From an optimization exercise on the open Yosys and OpenROAD flow, aimed at small area and a short achievable clock period; shortcuts taken in it are not production practice. In this exercise RTL edits were held to simulation tests only and were not proved equivalent to the original. Power and IR drop assume default switching activity.

// ArithmeticLogicUnitSystem
module ArithmeticLogicUnitSystem(
    input wire MuxDSel, IR_Write, IR_LH,
               DR_E, ALU_WF,
               Clock,
    input wire [1:0] MuxASel, MuxBSel, MuxCSel, DR_FunSel,
                     ARF_OutCSel, ARF_OutDSel, ARF_FunSel,
    input wire [2:0] RF_FunSel, RF_OutASel, RF_OutBSel,
                     ARF_RegSel,
    input wire [3:0] RF_RegSel, RF_ScrSel,
    input wire [4:0] ALU_FunSel,
    input wire [7:0] MemOut,
    output wire [15:0] Address,
    output wire [7:0] MemData,
    output wire [31:0] ALUOut,
    output wire Z, C, N, O
);
    wire [31:0] OutA, OutB, DROut;
    wire [15:0] OutC, OutD;
    wire [7:0]  IROut;
    wire [3:0]  FlagsOut;
    reg  [31:0] MuxAOut;
    reg  [15:0] MuxBOut;
    reg  [7:0]  MuxCOut;
    wire [31:0] ALU_A = MuxDSel ? {16'b0, OutC} : OutA;
    ArithmeticLogicUnit ALU(.WF(ALU_WF), .FunSel(ALU_FunSel),
                        .A(ALU_A), .B(OutB), .Clock(Clock),
                        .ALUOut(ALUOut), .FlagsOut(FlagsOut));
    RegisterFile RF(.I(MuxAOut), .Clock(Clock), .RegSel(RF_RegSel),
                .ScrSel(RF_ScrSel), .FunSel(RF_FunSel),
                .OutASel(RF_OutASel), .OutBSel(RF_OutBSel), .OutA(OutA), .OutB(OutB));
    AddressRegisterFile ARF(.I({16'b0, MuxBOut}), .Clock(Clock), .RegSel(ARF_RegSel),
                      .FunSel(ARF_FunSel), .OutDSel(ARF_OutDSel),
                      .OutCSel(ARF_OutCSel), .OutD(OutD), .OutC(OutC));
    DataRegister DR(.I(MemOut), .Clock(Clock), .E(DR_E), .FunSel(DR_FunSel), .DROut(DROut));
    InstructionRegister IR(.I(MemOut), .Clock(Clock), .Write(IR_Write), .LH(IR_LH), .IROut(IROut));
    always @* begin
        case (MuxASel)
            2'b00: MuxAOut = ALUOut;
            2'b01: MuxAOut = {16'b0, OutC};
            2'b10: MuxAOut = DROut;
            2'b11: MuxAOut = {24'b0, IROut};
        endcase
        case (MuxBSel)
            2'b00: MuxBOut = ALUOut[15:0];
  ...
Size in the first run: ~350 flip-flops, roughly 31000 um2 of cells after synthesis.
clock: 12.0 ns
lec_check: 0
cap_margin: 20
core_margin: 2
core_utilization: 30
place_density: 0.5
setup_slack_margin: 0.3
slew_margin: 20
run.sh (not shown) runs the stock make flow with config.mk's settings and CLKGATE_MAP_FILE= SYNTH_SCRIPT=/design/flow/synth_recipe.tcl, a recipe that flattens the netlist after the stock synthesis.
Rerun with:
SETUP_SLACK_MARGIN = 3   (was 0.3)
What happened: Cell area rose by a few percent. Die area is unchanged. Combinational power rose by a little under a tenth. Clock power stays flat. Area after synthesis is unchanged. Worst setup slack is better by 1.9 ns. Register-to-register slack is better by 0.39 ns. Global-route usage rose by 0.76 points. Via count rose by a few percent. Critical path depth rose by 1.


v38:
ArithmeticLogicUnitSystem, a different RTL version from the one above (not shown whole).
For scale: about 2700 cells after synthesis, roughly 110 I/O pins.
Settings: LEC_CHECK=0, CAP_MARGIN=20, CORE_MARGIN=2, CORE_UTILIZATION=45, CTS_CLUSTER_DIAMETER=100, CTS_CLUSTER_SIZE=20, PLACE_DENSITY=0.65, SETUP_SLACK_MARGIN=4.0, SLEW_MARGIN=20, SYNTH_HIERARCHICAL=1, SYNTH_MINIMUM_KEEP_SIZE=0; clock period 12.0 ns.
Modified inputs, v7 compared to v38
# v38
export LEC_CHECK = 0
export CAP_MARGIN = 20
export CORE_MARGIN = 2
export CORE_UTILIZATION = 45
export CTS_CLUSTER_DIAMETER = 100
export CTS_CLUSTER_SIZE = 20
export PLACE_DENSITY = 0.65
export SETUP_SLACK_MARGIN = 4.0
export SLEW_MARGIN = 20
export SYNTH_HIERARCHICAL = 1
export SYNTH_MINIMUM_KEEP_SIZE = 0
create_clock -name core_clock -period 12.0 [get_ports {Clock}]
# v7
export LEC_CHECK = 0
export CAP_MARGIN = 20
export CORE_MARGIN = 2
export CORE_UTILIZATION = 30
export CTS_CLUSTER_DIAMETER = 100
export CTS_CLUSTER_SIZE = 20
export PLACE_DENSITY = 0.5
export SETUP_SLACK_MARGIN = 4.0
export SLEW_MARGIN = 20
export SYNTH_HIERARCHICAL = 1
export SYNTH_MINIMUM_KEEP_SIZE = 0
create_clock -name core_clock -period 12.0 [get_ports {Clock}]
Measured against v38, the TritonCTS buffer count of v7 comes out at 1.09 times the reference value.
Looking at time the worst path needs with I/O delays and setup, v7 sits 0.10 ns below v38.
| combinational gate power | higher: v7 |
v7 vs. v38: wire length went up; count of plain and timing-repair buffers in the layout higher.
v7: register-to-register slack higher than v38
[compare] base=v38 new=v7: first-iteration DRC count went down by 12%, post-layout instance count excluding filler cells went up by 414, internal power contribution went up by 3.2%.
Going from v38 to v7, the leakage power was found to have gone up by 2.4%.
### v7 -> v16
# v7
export LEC_CHECK = 0
export CAP_MARGIN = 20
export CORE_MARGIN = 2
export CORE_UTILIZATION = 30
export CTS_CLUSTER_DIAMETER = 100
export CTS_CLUSTER_SIZE = 20
export PLACE_DENSITY = 0.5
export SETUP_SLACK_MARGIN = 4.0
export SLEW_MARGIN = 20
export SYNTH_HIERARCHICAL = 1
export SYNTH_MINIMUM_KEEP_SIZE = 0
create_clock -name core_clock -period 12.0 [get_ports {Clock}]
# v16
export LEC_CHECK = 0
export CAP_MARGIN = 20
export CORE_MARGIN = 2
export CORE_UTILIZATION = 40
export CTS_CLUSTER_DIAMETER = 100
export CTS_CLUSTER_SIZE = 20
export PLACE_DENSITY = 0.6
export SETUP_SLACK_MARGIN = 4.0
export SLEW_MARGIN = 20
export SYNTH_HIERARCHICAL = 1
export SYNTH_MINIMUM_KEEP_SIZE = 0
create_clock -name core_clock -period 12.0 [get_ports {Clock}]
==> flow/flow/run.sh (new file) <==
#!/bin/bash
# Layout flow: the standard flow (standard.sh, all steps unchanged, from
# the standard synthesis to the final layout), with one difference: the
# buffers that the placement step puts on every input and output port are
# sky130_fd_sc_hd__buf_2 cells instead of the resizer's default choice.
# make's full output goes to standard.log in the work folder; ORFS keeps each
# step's own log under orfs/logs.
set -euo pipefail
bash standard.sh "BUFFER_PORTS_ARGS=-buffer_cell sky130_fd_sc_hd__buf_2" finish > standard.log 2>&1
==> flow/standard.sh (new file) <==
#!/bin/bash
# synth_recipe.tcl (not shown) runs the flow's synth.tcl, then flattens the netlist and writes it again
# the make line also repeats each setting of config.mk as NAME=value (left out here)
make -C /OpenROAD-flow-scripts/flow DESIGN_CONFIG=/design/flow/config.mk WORK_HOME=/design/flow/orfs CLKGATE_MAP_FILE= SYNTH_SCRIPT=/design/flow/synth_recipe.tcl "${@:-finish}"
removed: flow/run.sh
Taking v7 as the reference, in v16 worst slew margin relative to its limit now sits lower, arrival time reported for the critical path endpoint decreased by 0.05 ns relative to the old numbers, combinational power down about 10%, first-pass GRT wire length has decreased, reported leakage power lost about 6%.
Floorplan die height was higher in v7 than in v16.
Between v7 and v16, the flow reports maximum number of pins on one net before global-route repair increasing by more than a quarter.
In v16, ratio of total power to cell area is higher than in v7.
In v16 the total routed wire length on the met1 layer turned out 13% lower than in v7.
Against v7, v16 reports a net switching fraction of the power that is higher.
For v33, these inputs were changed with respect to v16:
# v16
export LEC_CHECK = 0
export CAP_MARGIN = 20
export CORE_MARGIN = 2
export CORE_UTILIZATION = 40
export CTS_CLUSTER_DIAMETER = 100
export CTS_CLUSTER_SIZE = 20
export PLACE_DENSITY = 0.6
export SETUP_SLACK_MARGIN = 4.0
export SLEW_MARGIN = 20
export SYNTH_HIERARCHICAL = 1
export SYNTH_MINIMUM_KEEP_SIZE = 0
create_clock -name core_clock -period 12.0 [get_ports {Clock}]
# v33
export LEC_CHECK = 0
export CAP_MARGIN = 20
export CORE_MARGIN = 2
export CORE_UTILIZATION = 45
export CTS_CLUSTER_DIAMETER = 100
export CTS_CLUSTER_SIZE = 20
export PLACE_DENSITY = 0.65
export SETUP_SLACK_MARGIN = 4.0
export SLEW_MARGIN = 20
export SYNTH_HIERARCHICAL = 1
export SYNTH_MINIMUM_KEEP_SIZE = 0
create_clock -name core_clock -period 12.0 [get_ports {Clock}]
==> comparison <==
- The critical-path cell with the highest stage delay comes out nand4_1 in one run and ha_1 in the other, namely in v33 and v16 respectively.
- Comparing final cycle utilization of the critical path for v33 and v16, the bigger number came from v33.
- Of v33 and v16, the higher number of buffers other than clock buffers in the final layout belongs to v16.
- From v16 to v33 the numbers moved as follows: worst hold slack across all endpoints fell by 0.0062 ns; die footprint fell by about 11%; layout overhead on the synthesized area fell by 1.8 points; sequential share of layout area rose by 0.37 points.
- v33 against v16: total power consumption of the routed design lost about 1.1%; clock power share stayed essentially flat.
- The maximum net fanout on the critical path in v33 was higher than what v16 gave.
- The final reports for v33 and v16 show final weighted congestion of routability-driven global placement higher in the former.

re-timing with driven ports:
The flow's constraints put no driver on any port. The routed layouts listed below were extracted and timed again, unchanged, in two steps.
Step 1 sets driving cells, clkbuf_16 on the clock port and buf_2 on the other inputs (assumed; they add their load-dependent delay and slew).
Step 2 also shifts input and output timing later by t, the mid clock arrival at the registers, as if the neighbouring blocks saw the same clock.
a / b / c = ideal / step 1 / step 2; a / b = the first two.
run | t (ns) | setup WS [ns] | worst hold slack (ns)
the first run of note 1 | 0.684 | 1.157 / 1.040 / 1.040 | 0.568 / 0.568 / 0.568
the second run of note 1 | 0.697 | 3.031 / 2.792 / 2.792 | 0.569 / 0.569 / 0.569
v38 | 0.645 | 3.456 / 3.405 / 3.405 | 0.503 / 0.503 / 0.503
v7 | 0.670 | 3.560 / 3.444 / 3.444 | 0.498 / 0.498 / 0.498
v16 | 0.640 | 3.606 / 3.547 / 3.547 | 0.509 / 0.509 / 0.509
v33 | 0.639 | 3.577 / 3.535 / 3.535 | 0.503 / 0.503 / 0.503
After both steps every run listed still meets setup and hold. For the second run of note 1, which loses most, drivers alone change the setup slack by -0.239 ns; drivers and shift together by -0.239 ns.
